Source: an optimization exercise on an open RTL-to-GDS flow (aim: small area, a short achievable clock period and few clock cycles). Production flows keep margins and buffers that such runs may drop. The RTL was checked by simulation tests, not by an equivalence proof against the original design. Power is estimated from default activity; no workload was simulated.

==> run a <==
// LASER
module LASER (
input CLK,
input RST,
input [3:0] X,
input [3:0] Y,
output [3:0] C1X,
output [3:0] C1Y,
output [3:0] C2X,
output [3:0] C2Y,
output reg DONE);
export LEC_CHECK = 0
export ABC_CLOCK_PERIOD_IN_PS = 4500
export CAP_MARGIN = 20
export CORE_MARGIN = 2
export CORE_UTILIZATION = 40
export SETUP_SLACK_MARGIN = 5
export SLEW_MARGIN = 20
create_clock -name core_clock -period 10.0 [get_ports {CLK}]
run.sh (not shown) runs the stock make flow with config.mk's settings and CLKGATE_MAP_FILE= SYNTH_SCRIPT=/design/flow/synth_recipe.tcl, a recipe that flattens the netlist after the stock synthesis.
==> run b: changes against run a <==
==> flow/design.v (replaced) <==
module LASER (
input CLK,
input RST,
input [3:0] X,
input [3:0] Y,
output [3:0] C1X,
output [3:0] C1Y,
output [3:0] C2X,
output [3:0] C2Y,
output reg DONE);
localparam S_LOAD = 3'd0, S_SCAN = 3'd1, S_DRAIN = 3'd2, S_LABEL = 3'd3, S_DONE = 3'd4;
reg [2:0] state;
reg [5:0] ld_cnt;
reg [3:0] cy;
reg [3:0] rx [0:39];
reg [3:0] ry [0:39];
reg       rl [0:39];
reg        s2_valid;
reg [3:0]  s2_row;
reg [5:0]  cnt_r [0:15];
reg [5:0]  M, Mp1, Mp2;
reg [7:0]  B, Bp;
assign C1X = B[3:0];
assign C1Y = B[7:4];
assign C2X = Bp[3:0];
assign C2Y = Bp[7:4];
wire labeling = (state == S_LABEL);
wire [3:0] row = labeling ? B[7:4] : cy;
wire [15:0] mask [0:39];
wire [39:0] inside_b;
wire [15:0] bx_oh = 16'd1 << B[3:0];
genvar gi, gj;
generate
for (gi = 0; gi < 40; gi = gi + 1) begin : pt
	wire [3:0] px = rx[gi];
	wire [3:0] py = ry[gi];
	wire [4:0] e = {1'b0, py} - {1'b0, row};
	reg c0, c12, c3, c4;
	always @(*) begin
		c0 = 1'b0; c12 = 1'b0; c3 = 1'b0; c4 = 1'b0;
		case (e)
			5'd0: c0 = 1'b1;
			5'd1, 5'd2, 5'd31, 5'd30: c12 = 1'b1;
			5'd3, 5'd29: c3 = 1'b1;
			5'd4, 5'd28: c4 = 1'b1;
			default: ;
		endcase
	end
	wire [2:0] r = c0 ? 3'd4 : c12 ? 3'd3 : c3 ? 3'd2 : 3'd0;
	wire near = c0 | c12 | c3 | c4;
	wire [4:0] lo = {1'b0, px} - {2'b00, r};
	wire [4:0] hi = {1'b0, px} + {2'b00, r};
	wire [15:0] tl, th;
	therm_le u_tl (.u(lo[3:0]), .t(tl));
	therm_ge u_th (.u(hi[3:0]), .t(th));
	wire [15:0] m = (tl | {16{lo[4]}}) & (th | {16{hi[4]}}) & {16{near}};
	assign mask[gi] = m & {16{~rl[gi]}};
	assign inside_b[gi] = |(m & bx_oh);
end
endgenerate
wire [5:0] cnt [0:15];
generate
for (gj = 0; gj < 16; gj = gj + 1) begin : pcol
	wire [39:0] bits;
	for (gi = 0; gi < 40; gi = gi + 1) begin : b
		assign bits[gi] = mask[gi][gj];
	end
	pc40 u_pc (.a(bits), .s(cnt[gj]));
end
endgenerate
integer i, j;
wire [5:0] lv_c [0:30];
wire [3:0] lv_i [0:30];
generate
for (gj = 0; gj < 16; gj = gj + 1) begin : lv0
	assign lv_c[gj] = cnt_r[gj];
	assign lv_i[gj] = gj;
end
for (gj = 0; gj < 15; gj = gj + 1) begin : lvn
	wire right = lv_c[2*gj+1] >= lv_c[2*gj];
	assign lv_c[16+gj] = right ? lv_c[2*gj+1] : lv_c[2*gj];
	assign lv_i[16+gj] = right ? lv_i[2*gj+1] : lv_i[2*gj];
end
endgenerate
wire [5:0] rmax = lv_c[30];
wire [3:0] rcol = lv_i[30];
wire take = (rmax >= M);
wire finish = take ? (rmax == Mp2) : (M == Mp2);
always @(posedge CLK or posedge RST) begin
	if (RST) begin
		state <= S_LOAD;
		ld_cnt <= 6'd0;
		cy <= 4'd0;
		s2_valid <= 1'b0;
		s2_row <= 4'd0;
		DONE <= 1'b0;
		M <= 6'd0;
		Mp1 <= 6'd0;
		Mp2 <= 6'd0;
		B <= 8'd0;
		Bp <= 8'd0;
	end else begin
		DONE <= 1'b0;
		s2_valid <= (state == S_SCAN);
		s2_row <= cy;
		case (state)
			S_LOAD: begin
				ld_cnt <= ld_cnt + 6'd1;
				cy <= 4'd0;
				M <= 6'd0;
				Mp1 <= 6'd0;
				Mp2 <= 6'd0;
				if (ld_cnt == 6'd39) begin
					ld_cnt <= 6'd0;
					state <= S_SCAN;
				end
			end
			S_SCAN: begin
				cy <= cy + 4'd1;
				if (cy == 4'd15)
					state <= S_DRAIN;
			end
			S_DRAIN: begin
				if (finish) begin
					DONE <= 1'b1;
					state <= S_DONE;
				end else
					state <= S_LABEL;
			end
			S_LABEL: begin
				Mp2 <= Mp1;
				Mp1 <= M;
				M <= 6'd0;
				Bp <= B;
				state <= S_SCAN;
			end
			default: begin
				state <= S_LOAD;
			end
		endcase
		if (s2_valid && take) begin
			M <= rmax;
			B <= {s2_row, rcol};
		end
	end
end
always @(posedge CLK) begin
	for (j = 0; j < 16; j = j + 1)
		cnt_r[j] <= cnt[j];
	for (i = 1; i < 40; i = i + 1) begin
		rx[i] <= rx[i-1];
		ry[i] <= ry[i-1];
		rl[i] <= labeling ? inside_b[i-1] : rl[i-1];
	end
	if (state == S_LOAD) begin
		rx[0] <= X;
		ry[0] <= Y;
		rl[0] <= 1'b0;
	end else begin
		rx[0] <= rx[39];
		ry[0] <= ry[39];
		rl[0] <= labeling ? inside_b[39] : rl[39];
	end
end
endmodule
module pc40 (input [39:0] a, output [5:0] s);
	wire t1 = a[0] ^ a[1] ^ a[2];
	wire t2 = (a[0] & a[1]) | (a[0] & a[2]) | (a[1] & a[2]);
	wire t3 = a[3] ^ a[4] ^ a[5];
	wire t4 = (a[3] & a[4]) | (a[3] & a[5]) | (a[4] & a[5]);
	wire t5 = a[6] ^ a[7] ^ a[8];
	wire t6 = (a[6] & a[7]) | (a[6] & a[8]) | (a[7] & a[8]);
	wire t7 = a[9] ^ a[10] ^ a[11];
	wire t8 = (a[9] & a[10]) | (a[9] & a[11]) | (a[10] & a[11]);
	wire t9 = a[12] ^ a[13] ^ a[14];
	wire t10 = (a[12] & a[13]) | (a[12] & a[14]) | (a[13] & a[14]);
	wire t11 = a[15] ^ a[16] ^ a[17];
	wire t12 = (a[15] & a[16]) | (a[15] & a[17]) | (a[16] & a[17]);
	wire t13 = a[18] ^ a[19] ^ a[20];
	wire t14 = (a[18] & a[19]) | (a[18] & a[20]) | (a[19] & a[20]);
	wire t15 = a[21] ^ a[22] ^ a[23];
	wire t16 = (a[21] & a[22]) | (a[21] & a[23]) | (a[22] & a[23]);
	wire t17 = a[24] ^ a[25] ^ a[26];
	wire t18 = (a[24] & a[25]) | (a[24] & a[26]) | (a[25] & a[26]);
	wire t19 = a[27] ^ a[28] ^ a[29];
	wire t20 = (a[27] & a[28]) | (a[27] & a[29]) | (a[28] & a[29]);
	wire t21 = a[30] ^ a[31] ^ a[32];
	wire t22 = (a[30] & a[31]) | (a[30] & a[32]) | (a[31] & a[32]);
	wire t23 = a[33] ^ a[34] ^ a[35];
	wire t24 = (a[33] & a[34]) | (a[33] & a[35]) | (a[34] & a[35]);
	wire t25 = a[36] ^ a[37] ^ a[38];
	wire t26 = (a[36] & a[37]) | (a[36] & a[38]) | (a[37] & a[38]);
	wire t27 = t1 ^ t3 ^ t5;
	wire t28 = (t1 & t3) | (t1 & t5) | (t3 & t5);
	wire t29 = t7 ^ t9 ^ t11;
	wire t30 = (t7 & t9) | (t7 & t11) | (t9 & t11);
	wire t31 = t13 ^ t15 ^ t17;
	wire t32 = (t13 & t15) | (t13 & t17) | (t15 & t17);
	wire t33 = t19 ^ t21 ^ t23;
	wire t34 = (t19 & t21) | (t19 & t23) | (t21 & t23);
	wire t35 = t25 ^ a[39];
	wire t36 = t25 & a[39];
	wire t37 = t2 ^ t4 ^ t6;
	wire t38 = (t2 & t4) | (t2 & t6) | (t4 & t6);
	wire t39 = t8 ^ t10 ^ t12;
	wire t40 = (t8 & t10) | (t8 & t12) | (t10 & t12);
	wire t41 = t14 ^ t16 ^ t18;
	wire t42 = (t14 & t16) | (t14 & t18) | (t16 & t18);
	wire t43 = t20 ^ t22 ^ t24;
	wire t44 = (t20 & t22) | (t20 & t24) | (t22 & t24);
	wire t45 = t27 ^ t29 ^ t31;
	wire t46 = (t27 & t29) | (t27 & t31) | (t29 & t31);
	wire t47 = t33 ^ t35;
	wire t48 = t33 & t35;
	wire t49 = t28 ^ t30 ^ t32;
	wire t50 = (t28 & t30) | (t28 & t32) | (t30 & t32);
	wire t51 = t34 ^ t36 ^ t37;
	wire t52 = (t34 & t36) | (t34 & t37) | (t36 & t37);
	wire t53 = t39 ^ t41 ^ t43;
	wire t54 = (t39 & t41) | (t39 & t43) | (t41 & t43);
	wire t55 = t38 ^ t40 ^ t42;
	wire t56 = (t38 & t40) | (t38 & t42) | (t40 & t42);
	wire t57 = t45 ^ t47;
	wire t58 = t45 & t47;
	wire t59 = t46 ^ t48 ^ t49;
	wire t60 = (t46 & t48) | (t46 & t49) | (t48 & t49);
	wire t61 = t51 ^ t53 ^ t26;
	wire t62 = (t51 & t53) | (t51 & t26) | (t53 & t26);
	wire t63 = t50 ^ t52 ^ t54;
	wire t64 = (t50 & t52) | (t50 & t54) | (t52 & t54);
	wire t65 = t55 ^ t44;
	wire t66 = t55 & t44;
	wire t67 = t58 ^ t59 ^ t61;
	wire t68 = (t58 & t59) | (t58 & t61) | (t59 & t61);
	wire t69 = t60 ^ t62 ^ t63;
	wire t70 = (t60 & t62) | (t60 & t63) | (t62 & t63);
	wire t71 = t64 ^ t66 ^ t56;
	wire t72 = (t64 & t66) | (t64 & t56) | (t66 & t56);
	wire t73 = t68 ^ t69 ^ t65;
	wire t74 = (t68 & t69) | (t68 & t65) | (t69 & t65);
	wire t75 = t70 ^ t71;
	wire t76 = t70 & t71;
	wire t77 = t74 ^ t75;
	wire t78 = t74 & t75;
	wire t79 = t76 ^ t72;
	wire t80 = t76 & t72;
	wire t81 = t78 ^ t79;
	wire t82 = t78 & t79;
	wire t83 = t82 ^ t80;
	wire t84 = t82 & t80;
	assign s = {t83, t81, t77, t73, t67, t57};
endmodule
module therm_le (input [3:0] u, output [15:0] t);
wire [3:0] t2 = {1'b1, ~(u[1] & u[0]), ~u[1], ~(u[1] | u[0])};
wire [7:0] t3 = {{4{~u[2]}} | t2, {4{~u[2]}} & t2};
assign t = {{8{~u[3]}} | t3, {8{~u[3]}} & t3};
endmodule
module therm_ge (input [3:0] u, output [15:0] t);
wire [15:0] n;
therm_le u_n (.u(~u), .t(n));
genvar k;
generate
for (k = 0; k < 16; k = k + 1) begin : rev
	assign t[k] = n[15 - k];
end
endgenerate
endmodule
- ABC_CLOCK_PERIOD_IN_PS: 4500 -> default
- SETUP_SLACK_MARGIN: 5 -> default
==> run c: changes against run a <==
--- a/flow/design.v
+++ b/flow/design.v
@@ -18,16 +18,17 @@
 reg       rl [0:39];
 reg [3:0] rlo [0:39];
 reg [3:0] rhi [0:39];
 reg        s2_valid;
 reg [3:0]  s2_row;
 reg [5:0]  cnt_r [0:15];
 reg [5:0]  M, Mp1, Mp2;
 reg [7:0]  B, Bp;
+integer i, j;
 assign C1X = B[3:0];
 assign C1Y = B[7:4];
 assign C2X = Bp[3:0];
 assign C2Y = Bp[7:4];
 wire labeling = (state == S_LABEL);
 wire loading = (state == S_LOAD);
 wire [15:0] bx_oh = 16'd1 << B[3:0];
 wire [3:0] in_x [0:39];
@@ -45,17 +46,17 @@
 		assign in_x[gi] = rx[gi-1];
 		assign in_y[gi] = ry[gi-1];
 		assign in_l[gi] = labeling ? inside_b[gi-1] : rl[gi-1];
 	end
 end
 endgenerate
 wire [3:0] nlo [0:39];
 wire [3:0] nhi [0:39];
-wire gate_l = (state != S_PRE);    
+wire gate_l = (state != S_PRE) && (state != S_DRAIN2);    
 generate
 for (gi = 0; gi < 40; gi = gi + 1) begin : cls
 	wire [3:0] px = rx[(gi + 39) % 40];
 	wire [3:0] py = ry[(gi + 39) % 40];
 	wire [3:0] nr = ~nrow;
 	wire [4:0] sc;
 	wire [3:0] s;
 	assign sc[0] = 1'b1;
@@ -106,68 +107,78 @@
 for (gj = 0; gj < 16; gj = gj + 1) begin : pcol
 	wire [39:0] bits;
 	for (gi = 0; gi < 40; gi = gi + 1) begin : b
 		assign bits[gi] = mask[gi][gj];
 	end
 	pc40 u_pc (.a(bits), .s(cnt[gj]));
 end
 endgenerate
+always @(posedge CLK) begin
+	for (j = 0; j < 16; j = j + 1)
+		cnt_r[j] <= cnt[j];
+end
 function ge6;
 	input [5:0] a, b;
 	reg [5:0] g, e;
 	reg g10, e10, g32, e32, g54, e54;
 	begin
 		g = a & ~b;
 		e = ~(a ^ b);
 		g10 = g[1] | e[1] & (a[0] | ~b[0]);
 		g32 = g[3] | e[3] & g[2];  e32 = e[3] & e[2];
 		g54 = g[5] | e[5] & g[4];  e54 = e[5] & e[4];
 		ge6 = g54 | e54 & (g32 | e32 & g10);
 	end
 endfunction
-wire [5:0] lv_c [0:30];
-wire [3:0] lv_i [0:30];
+wire [5:0] lv_c [0:27];
+wire [3:0] lv_i [0:27];
 reg  [5:0] q_c [0:3];
 reg  [3:0] q_i [0:3];
 reg        s3_valid;
 reg  [3:0] s3_row;
 generate
 for (gj = 0; gj < 16; gj = gj + 1) begin : lv0
 	assign lv_c[gj] = cnt_r[gj];
 	assign lv_i[gj] = gj;
 end
-for (gj = 0; gj < 15; gj = gj + 1) begin : lvn
-	wire [5:0] lc, rc;
-	wire [3:0] li, ri;
-	if (gj == 12 || gj == 13) begin : reg_in
-		assign lc = q_c[2*gj-24];
-		assign rc = q_c[2*gj-23];
-		assign li = q_i[2*gj-24];
-		assign ri = q_i[2*gj-23];
-	end else begin : comb_in
-		assign lc = lv_c[2*gj];
-		assign rc = lv_c[2*gj+1];
-		assign li = lv_i[2*gj];
-		assign ri = lv_i[2*gj+1];
-	end
+for (gj = 0; gj < 12; gj = gj + 1) begin : lvn
+	wire [5:0] lc = lv_c[2*gj], rc = lv_c[2*gj+1];
+	wire [3:0] li = lv_i[2*gj], ri = lv_i[2*gj+1];
 	wire right = ge6(rc, lc);
 	assign lv_c[16+gj] = right ? rc : lc;
 	assign lv_i[16+gj] = right ? ri : li;
 end
 endgenerate
 always @(posedge CLK) begin
-	q_c[0] <= lv_c[24]; q_c[1] <= lv_c[25]; q_c[2] <= lv_c[26]; q_c[3] <= lv_c[27];
-	q_i[0] <= lv_i[24]; q_i[1] <= lv_i[25]; q_i[2] <= lv_i[26]; q_i[3] <= lv_i[27];
+	for (j = 0; j < 4; j = j + 1) begin
+		q_c[j] <= lv_c[24+j];
+		q_i[j] <= lv_i[24+j];
+	end
+end
+wire w01 = ge6(q_c[1], q_c[0]), w02 = ge6(q_c[2], q_c[0]), w03 = ge6(q_c[3], q_c[0]);
+wire w12 = ge6(q_c[2], q_c[1]), w13 = ge6(q_c[3], q_c[1]), w23 = ge6(q_c[3], q_c[2]);
+wire [3:0] sel;
+assign sel[0] = ~w01 & ~w02 & ~w03;
+assign sel[1] =  w01 & ~w12 & ~w13;
+assign sel[2] =  w02 &  w12 & ~w23;
+assign sel[3] =  w03 &  w13 &  w23;
+reg [5:0] rmax;
+reg [3:0] rcol;
+reg take, hitp;
+always @(*) begin
+	rmax = 6'd0; rcol = 4'd0; take = 1'b0; hitp = 1'b0;
+	for (j = 0; j < 4; j = j + 1) begin
+		rmax = rmax | ({6{sel[j]}} & q_c[j]);
+		rcol = rcol | ({4{sel[j]}} & q_i[j]);
+		take = take | (sel[j] & ge6(q_c[j], M));
+		hitp = hitp | (sel[j] & (q_c[j] == Mp2));
+	end
 end
-wire [5:0] rmax = lv_c[30];
-wire [3:0] rcol = lv_i[30];
-wire take = ge6(rmax, M);
-wire finish = take ? (rmax == Mp2) : (M == Mp2);
-integer i, j;
+wire finish = take ? hitp : (M == Mp2);
 always @(posedge CLK or posedge RST) begin
 	if (RST) begin
 		state <= S_LOAD;
 		ld_cnt <= 6'd0;
 		row <= 4'd0;
 		nrow <= 4'd0;
 		s2_valid <= 1'b0;
 		s2_row <= 4'd0;
@@ -204,25 +215,30 @@
 			end
 			S_SCAN: begin
 				row <= row + 4'd1;
 				nrow <= nrow + 4'd1;
 				if (row == 4'd15)
 					state <= S_DRAIN;
 			end
 			S_DRAIN: begin
+				nrow <= (s3_valid && take) ? s3_row : B[7:4];
 				state <= S_DRAIN2;
 			end
 			S_DRAIN2: begin
-				nrow <= (s3_valid && take) ? s3_row : B[7:4];
 				if (finish) begin
 					DONE <= 1'b1;
 					state <= S_DONE;
-				end else
+				end else if (take) begin
+					nrow <= s3_row;
 					state <= S_PRE;
+				end else begin
+					nrow <= 4'd0;
+					state <= S_LABEL;
+				end
 			end
 			S_PRE: begin
 				nrow <= 4'd0;
 				state <= S_LABEL;
 			end
 			S_LABEL: begin
 				Mp2 <= Mp1;
 				Mp1 <= M;
@@ -238,18 +254,16 @@
 		endcase
 		if (s3_valid && take) begin
 			M <= rmax;
 			B <= {s3_row, rcol};
 		end
 	end
 end
 always @(posedge CLK) begin
-	for (j = 0; j < 16; j = j + 1)
-		cnt_r[j] <= cnt[j];
 	for (i = 0; i < 40; i = i + 1) begin
 		rx[i] <= in_x[i];
 		ry[i] <= in_y[i];
 		rl[i] <= in_l[i];
 		rlo[i] <= nlo[i];
 		rhi[i] <= nhi[i];
 	end
 end
==> out/qor.txt <==
Critical path arrival: 5.64 ns
# fillers: 14800
Status: complete, no violations
Clock-cell share of area: 4.93%
Initial antenna violation count: 6
NetSw: 0.00434 W
Initial drt markers: 5452
Worst-margin pin slew: 1.17 ns
Yosys top cell area share: 26.1%
Crit-path cells: nor2_1 > a21boi_1 > fa_2 > fa_1 > inv_1 > fa_1 > fa_1 > fa_1 > fa_1 > inv_1 > ha_1 > inv_1 > fa_1 > inv_1
Most frequent cells in the layout: 1072 x inv_1, 720 x fa_1, 601 x dfxtp_1
# clk buffers: 128
Worst R2R End: cnt_r[3][4]
ANT cells: 2
Routed wire per std cell: 27.1 um
Reg area: 18200 um2
Register area share after synthesis: 28.0%
The numbers above come from run a.

==> out/qor.txt <==
Status: complete, no violations
Most frequent cells in the layout: 1146 x inv_1, 691 x fa_1, 629 x dfxtp_1
Yosys top cell area share: 24.8%
NetSw: 0.00355 W
Clock-cell share of area: 4.92%
Worst-margin pin slew: 1.21 ns
# fillers: 15700
Worst R2R End: cnt_r[3][4]
Crit-path cells: nor2_1 > a21boi_2 > fa_1 > fa_1 > inv_1 > fa_1 > fa_1 > fa_1 > fa_1 > inv_1 > ha_1 > inv_1 > fa_1 > inv_1
Post-CTS Resized: 129
Initial drt markers: 5477
Critical path arrival: 5.57 ns
Final hold violations: 0
Routed wire per std cell: 24.7 um
Register area share after synthesis: 27.2%
# clk buffers: 125
ANT cells: 4
The numbers above come from run c.

==> out/qor.txt <==
Most frequent cells in the layout: 1189 x inv_1, 966 x nor2_1, 706 x ha_1
Worst-margin pin slew: 1.17 ns
Critical path arrival: 10.16 ns
ANT cells: 9
Initial drt markers: 7373
Initial antenna violation count: 13
Routed wire per std cell: 27.0 um
Status: complete, no violations
Worst R2R End: cnt_r[8][4]
The numbers above come from run b.

Testbench counts of run a, summed over its fixed seeds: cycles 5,140.
Testbench counts of run b, summed over its fixed seeds: cycles 4,818.
Testbench counts of run c, summed over its fixed seeds: cycles 5,031.

-- re-timing with driven ports --
The results above use ideal ports. As a check the final layouts listed here were re-extracted and re-timed, cells and wires unchanged.
Step 1 (the two cells are an assumption about what drives the block):
set clk [get_ports {CLK}]
set_driving_cell -lib_cell sky130_fd_sc_hd__clkbuf_16 $clk
set_driving_cell -lib_cell sky130_fd_sc_hd__buf_2 [delete_from_list [all_inputs] $clk]
Step 2, shift: input delay + t, output delay - t, t = (earliest + latest rising clock arrival at the registers) / 2. This alone moves slack from input paths to output paths.
a / b / c = ideal / step 1 / step 2; a / b = the first two.
run | t, ns | setup WS [ns] | hold WS [ns] | clock arrival spread, ns
run a | 0.804 | 4.971 / 4.971 / 4.971 | 0.349 / 0.349 / 0.349 | 0.042 / 0.043
run b | 0.770 | 0.429 / 0.429 / 0.429 | 0.347 / 0.347 / 0.347 | 0.029 / 0.029
run c | 0.802 | 5.065 / 5.065 / 5.065 | 0.350 / 0.350 / 0.350 | 0.044 / 0.045
After both steps every run listed still meets setup and hold.
